Source: an optimization exercise on an open RTL-to-GDS flow (aim: small area and a short achievable clock period). Production flows keep margins and buffers that such runs may drop.
Only simulation tests tie the RTL to the original design; equivalence was not proved.
Power and IR drop assume default switching activity.

==> build 27: inputs <==
Design mips_core, start of the top module:
module mips_core(
    input clk,
    input reset,
    output [32-1:0] imem_addr,
    input  [32-1:0] imem_data,
    output dmem_we,
    output dmem_re,
    output [32-1:0] dmem_addr,
    output [32-1:0] dmem_wdata,
    input  [32-1:0] dmem_rdata,
    output wb_we,
    output [4:0] wb_addr,
    output [32-1:0] wb_data
);
==> module mips_core, before the edit <==
module mips_core(
    input clk,
    input reset,
    output [32-1:0] imem_addr,
    input  [32-1:0] imem_data,
    output dmem_we,
    output dmem_re,
    output [32-1:0] dmem_addr,
    output [32-1:0] dmem_wdata,
    input  [32-1:0] dmem_rdata,
    output wb_we,
    output [4:0] wb_addr,
    output [32-1:0] wb_data
);
    reg [31:0] pc;
    reg [31:0] ir;               
    reg [31:0] sel_a, sel_b;     
    reg [31:0] e_p;              
    reg [31:0] e_g;              
    reg [31:0] e_sd;             
    reg [15:0] e_tlo;            
    reg [15:0] e_phi;            
    reg        e_tc, e_ts;       
    reg [4:0]  e_dst;
    reg        e_cin, e_sum, e_slt, e_or, e_nor;
    reg        e_br, e_mr, e_mw, e_rw;
    reg [31:0] m_res;            
    reg [31:0] m_sd;
    reg [31:0] m_tgt;
    reg [4:0]  m_dst;
    reg        m_taken, m_mr, m_mw, m_rw;
    reg [31:0] w_data;           
    reg [31:0] w_rfd;            
    reg [4:0]  w_dst;
    reg        w_we;
    wire [31:0] pc_inc  = {pc[31:2] + 30'd1, pc[1:0]};
    wire [31:0] pc_next = m_taken ? m_tgt : pc_inc;
    always @(posedge clk) begin
        if (reset) begin
            pc <= 32'd0;
            ir <= 32'd0;
            sel_a <= 32'd1;
            sel_b <= 32'd1;
        end else begin
            pc <= pc_next;
            ir <= imem_data;
            sel_a <= 32'd1 << imem_data[25:21];
            sel_b <= 32'd1 << imem_data[20:16];
        end
    end
    assign imem_addr = pc;
    wire [31:0] rf [0:31];
    genvar gi;
    generate
        for (gi = 0; gi < 32; gi = gi + 1) begin : g_rf
            reg [31:0] q;
            always @(posedge clk)
                if (w_we && w_dst == gi)
                    q <= w_rfd;
            assign rf[gi] = q;
        end
    endgenerate
    reg  [31:0] rd_a, rd_b;
    integer k;
    always @(*) begin
        rd_a = 32'd0;
        rd_b = 32'd0;
        for (k = 0; k < 32; k = k + 1) begin
            rd_a = rd_a | ({32{sel_a[k]}} & rf[k]);
            rd_b = rd_b | ({32{sel_b[k]}} & rf[k]);
        end
    end
    wire [5:0] op    = ir[31:26];
    wire [5:0] funct = ir[5:0];
    wire is_r   = (op == 6'b000000);
    wire is_lw  = (op == 6'b100011);
    wire is_sw  = (op == 6'b101011);
    wire is_beq = (op == 6'b000100);
    wire is_oth = ~(is_r | is_lw | is_sw | is_beq);
    wire alusrc = is_lw | is_sw | is_oth;
    wire regdst = is_r | is_oth;
    wire f_sub  = is_r & (funct == 6'b100010);
    wire f_slt  = is_r & (funct == 6'b101010);
    wire f_add  = is_r & (funct == 6'b100000);
    wire f_or   = is_r & (funct == 6'b100101);
    wire f_nor  = is_r & (funct == 6'b100111);
    wire inv    = f_sub | f_slt;
    wire [31:0] se = {{16{ir[15]}}, ir[15:0]};
    wire [16:0] tlo = {1'b0, pc_inc[15:0]} + {1'b0, ir[15:0]};
    wire [31:0] op2 = alusrc ? se : (inv ? ~rd_b : rd_b);
    always @(posedge clk) begin
        e_p   <= rd_a ^ op2;
        e_g   <= {rd_a[31:1] & op2[31:1], (rd_a[0] & op2[0]) | ((rd_a[0] ^ op2[0]) & inv)};
        e_sd  <= rd_b;
        e_tlo <= tlo[15:0];
        e_tc  <= tlo[16];
        e_ts  <= ir[15];
        e_phi <= pc_inc[31:16];
        e_dst <= regdst ? ir[15:11] : ir[20:16];
        e_cin <= inv;
        e_sum <= ~is_r | f_add | f_sub;
        e_slt <= f_slt;
        e_or  <= f_or;
        e_nor <= f_nor;
        if (reset) begin
            e_br <= 1'b0;
            e_mr <= 1'b0;
            e_mw <= 1'b0;
            e_rw <= 1'b0;
        end else begin
            e_br <= is_beq | is_oth;
            e_mr <= is_lw | is_oth;
            e_mw <= is_sw | is_oth;
            e_rw <= is_r | is_lw | is_oth;
        end
    end
    wire [31:0] pg [0:5];
    wire [31:0] gg [0:5];
    assign pg[0] = e_p;
    assign gg[0] = e_g;
    genvar kl, kb;
    generate
        for (kl = 0; kl < 5; kl = kl + 1) begin : g_ks
            for (kb = 0; kb < 32; kb = kb + 1) begin : g_bit
                if (kb >= (1 << kl)) begin : g_op
                    assign gg[kl+1][kb] = gg[kl][kb] | (pg[kl][kb] & gg[kl][kb - (1 << kl)]);
                    assign pg[kl+1][kb] = pg[kl][kb] & pg[kl][kb - (1 << kl)];
                end else begin : g_pass
                    assign gg[kl+1][kb] = gg[kl][kb];
                    assign pg[kl+1][kb] = pg[kl][kb];
                end
            end
        end
    endgenerate
    wire [31:0] carry = {gg[5][30:0], e_cin};   
    wire [31:0] sum   = e_p ^ carry;
    wire        lt    = ~gg[5][31];           
    wire [31:0] orv   = e_p | e_g;
    wire [31:0] logic_res = e_nor ? ~orv : e_or ? orv : e_g;
    wire [31:0] alu   = e_sum ? sum : e_slt ? {31'd0, lt} : logic_res;
    wire        zero  = ~|e_p;
    wire [15:0] thi = (e_tc & ~e_ts) ? e_phi + 16'd1 :
                      (~e_tc & e_ts) ? e_phi - 16'd1 : e_phi;
    always @(posedge clk) begin
        m_res <= alu;
        m_sd  <= e_sd;
        m_tgt <= {thi, e_tlo};
        m_dst <= e_dst;
        if (reset) begin
            m_taken <= 1'b0;
            m_mr    <= 1'b0;
            m_mw    <= 1'b0;
            m_rw    <= 1'b0;
        end else begin
            m_taken <= e_br & zero;
            m_mr    <= e_mr;
            m_mw    <= e_mw;
            m_rw    <= e_rw;
        end
    end
    assign dmem_we    = m_mw;
    assign dmem_re    = m_mr;
    assign dmem_addr  = m_res;
    assign dmem_wdata = m_sd;
    always @(posedge clk) begin
        w_data <= m_mr ? dmem_rdata : m_res;
        if (m_rw)
            w_rfd <= m_mr ? dmem_rdata : m_res;
        w_dst  <= m_dst;
        if (reset)
            w_we <= 1'b0;
        else
            w_we <= m_rw;
    end
    assign wb_we   = w_we;
    assign wb_addr = w_dst;
    assign wb_data = w_data;
endmodule
clock: 6.5 ns
lec_check: 0
cap_margin: 20
core_margin: 2
core_utilization: 45
cts_cluster_diameter: 80
cts_cluster_size: 24
setup_slack_margin: 4.0
slew_margin: 20
standard.sh (not shown) runs the stock make flow with config.mk's settings and CLKGATE_MAP_FILE= SYNTH_SCRIPT=/design/flow/synth_recipe.tcl, a recipe that flattens the netlist after the stock synthesis.
==> flow/flow/run.sh <==
#!/bin/bash
# The standard ORFS layout (standard.sh, unchanged synthesis), with:
#  - port buffers of a plain buffer cell (buf_2) instead of the default pick,
#  - gate sizing not restricted to cells of the same footprint.
set -euo pipefail
bash standard.sh finish \
  "BUFFER_PORTS_ARGS=-buffer_cell sky130_fd_sc_hd__buf_2" \
  MATCH_CELL_FOOTPRINT=0 > flow_make.log 2>&1
==> build 81 (differences from build 27) <==
--- a/flow/design.v
+++ b/flow/design.v
@@ -16,9 +16,6 @@
     reg [31:0] ir;               
-    reg [31:0] sel_a, sel_b;     
-    reg [31:0] e_p;              
-    reg [31:0] e_g;              
+    reg [31:0] e_a;              
+    reg [31:0] e_b;              
     reg [31:0] e_sd;             
-    reg [15:0] e_tlo;            
-    reg [15:0] e_phi;            
-    reg        e_tc, e_ts;       
+    reg [31:0] e_tgt;            
     reg [4:0]  e_dst;
@@ -32,3 +29,2 @@
     reg [31:0] w_data;           
-    reg [31:0] w_rfd;            
     reg [4:0]  w_dst;
@@ -41,4 +37,2 @@
             ir <= 32'd0;
-            sel_a <= 32'd1;
-            sel_b <= 32'd1;
         end else begin
@@ -46,4 +40,2 @@
             ir <= imem_data;
-            sel_a <= 32'd1 << imem_data[25:21];
-            sel_b <= 32'd1 << imem_data[20:16];
         end
@@ -58,3 +50,3 @@
                 if (w_we && w_dst == gi)
-                    q <= w_rfd;
+                    q <= w_data;
             assign rf[gi] = q;
@@ -62,2 +54,4 @@
     endgenerate
+    wire [31:0] sel_a = 32'd1 << ir[25:21];
+    wire [31:0] sel_b = 32'd1 << ir[20:16];
     reg  [31:0] rd_a, rd_b;
@@ -88,12 +82,8 @@
     wire [31:0] se = {{16{ir[15]}}, ir[15:0]};
-    wire [16:0] tlo = {1'b0, pc_inc[15:0]} + {1'b0, ir[15:0]};
-    wire [31:0] op2 = alusrc ? se : (inv ? ~rd_b : rd_b);
+    wire [31:0] tgt = pc_inc + se;
     always @(posedge clk) begin
-        e_p   <= rd_a ^ op2;
-        e_g   <= {rd_a[31:1] & op2[31:1], (rd_a[0] & op2[0]) | ((rd_a[0] ^ op2[0]) & inv)};
+        e_a   <= rd_a;
+        e_b   <= alusrc ? se : (inv ? ~rd_b : rd_b);
         e_sd  <= rd_b;
-        e_tlo <= tlo[15:0];
-        e_tc  <= tlo[16];
-        e_ts  <= ir[15];
-        e_phi <= pc_inc[31:16];
+        e_tgt <= tgt;
         e_dst <= regdst ? ir[15:11] : ir[20:16];
@@ -116,29 +106,9 @@
     end
-    wire [31:0] pg [0:5];
-    wire [31:0] gg [0:5];
-    assign pg[0] = e_p;
-    assign gg[0] = e_g;
-    genvar kl, kb;
-    generate
-        for (kl = 0; kl < 5; kl = kl + 1) begin : g_ks
-            for (kb = 0; kb < 32; kb = kb + 1) begin : g_bit
-                if (kb >= (1 << kl)) begin : g_op
-                    assign gg[kl+1][kb] = gg[kl][kb] | (pg[kl][kb] & gg[kl][kb - (1 << kl)]);
-                    assign pg[kl+1][kb] = pg[kl][kb] & pg[kl][kb - (1 << kl)];
-                end else begin : g_pass
-                    assign gg[kl+1][kb] = gg[kl][kb];
-                    assign pg[kl+1][kb] = pg[kl][kb];
-                end
-            end
-        end
-    endgenerate
-    wire [31:0] carry = {gg[5][30:0], e_cin};   
-    wire [31:0] sum   = e_p ^ carry;
-    wire        lt    = ~gg[5][31];           
-    wire [31:0] orv   = e_p | e_g;
-    wire [31:0] logic_res = e_nor ? ~orv : e_or ? orv : e_g;
+    wire [33:0] sum34 = {1'b0, e_a, 1'b1} + {1'b0, e_b, e_cin};
+    wire [31:0] sum   = sum34[32:1];
+    wire        lt    = ~sum34[33];           
+    wire [31:0] orv   = e_a | e_b;
+    wire [31:0] logic_res = e_nor ? ~orv : e_or ? orv : (e_a & e_b);
     wire [31:0] alu   = e_sum ? sum : e_slt ? {31'd0, lt} : logic_res;
-    wire        zero  = ~|e_p;
-    wire [15:0] thi = (e_tc & ~e_ts) ? e_phi + 16'd1 :
-                      (~e_tc & e_ts) ? e_phi - 16'd1 : e_phi;
+    wire        zero  = (e_a == e_b);
     always @(posedge clk) begin
@@ -146,3 +116,3 @@
         m_sd  <= e_sd;
-        m_tgt <= {thi, e_tlo};
+        m_tgt <= e_tgt;
         m_dst <= e_dst;
@@ -166,4 +136,2 @@
         w_data <= m_mr ? dmem_rdata : m_res;
-        if (m_rw)
-            w_rfd <= m_mr ? dmem_rdata : m_res;
         w_dst  <= m_dst;
==> flow/run.sh (new file) <==
#!/bin/bash
# synth_recipe.tcl (not shown) runs the flow's synth.tcl, then flattens the netlist and writes it again
# the make line also repeats each setting of config.mk as NAME=value (left out here)
make -C /OpenROAD-flow-scripts/flow DESIGN_CONFIG=/design/flow/config.mk WORK_HOME=/design/flow/orfs CLKGATE_MAP_FILE= SYNTH_SCRIPT=/design/flow/synth_recipe.tcl finish
--- a/flow/config.mk
+++ b/flow/config.mk
@@ -9,6 +9,3 @@
 export CORE_MARGIN = 2
-export CORE_UTILIZATION = 45
-export CTS_CLUSTER_DIAMETER = 80
-export CTS_CLUSTER_SIZE = 24
-export SETUP_SLACK_MARGIN = 4.0
+export CORE_UTILIZATION = 40
 export SLEW_MARGIN = 20
removed: flow/flow/run.sh
removed: flow/standard.sh
==> comparison <==
Build 27 completed without violations. Build 81 finished with timing, DRC and antenna clean. Against build 27, the worst setup slack of build 81 is worse by 1.6 ns. Against build 81, the synthesized cell count of build 27 is larger by 1.2%. Of build 81 and build 27, build 27 has the higher worst hold slack (gap 0.0023 ns). In build 27 the die area is smaller than in build 81, by about 9%. Register-to-register slack: build 81 is worse than build 27 (1.6 ns).
==> figures <==
quantity                                             build 27  build 81
Non-clock buffering overhead in the final layout        5.79%     4.70%
Ant. Diodes                                                15        14
Via density per instance                                 7.53      7.11
Fraction of standard cell area in multi-input logic     26.3%     26.8%
Starting DRT DRC Count                                   9902      8838
Unrepaired setup endpoints after global routing           yes        no
Run status                           timing/DRC/antenna clean  timing/DRC/antenna clean
Max-Slew Margin vs Limit                                20.5%     14.4%
Seq area share                                          61.2%     57.4%
Clock network fraction of design power                  29.9%     37.4%
Post-layout net count                                    4472      4455

port drivers added, routing unchanged:
The flow's constraints put no driver on any port. The routed layouts listed below were extracted and timed again, unchanged, in two steps.
Step 1 assumes that a clkbuf_16 drives the clock port and a buf_2 every other input.
Step 2 times the ports against the registers' clock, not the clock port: input delays grow and output delays shrink by t, the midpoint of the rising clock arrivals with the driver on.
a / b / c = no drivers / after step 1 / after step 2; a / b = the first two.
run | shift t [ns] | setup WS [ns] | worst setup path at the end | worst register clock-pin slew, ns | cell pins on the clock port's net
build 27 | 0.766 | 3.917 / 3.910 / 3.491 | input to register | 0.10 / 0.10 | 1
build 81 | 0.873 | 2.274 / 2.274 / 2.274 | register to register | 0.07 / 0.07 | 1
After both steps every run listed still meets setup and hold. The setup slack of build 27, which loses most, moves by -0.007 ns with the drivers and by -0.426 ns with both steps.
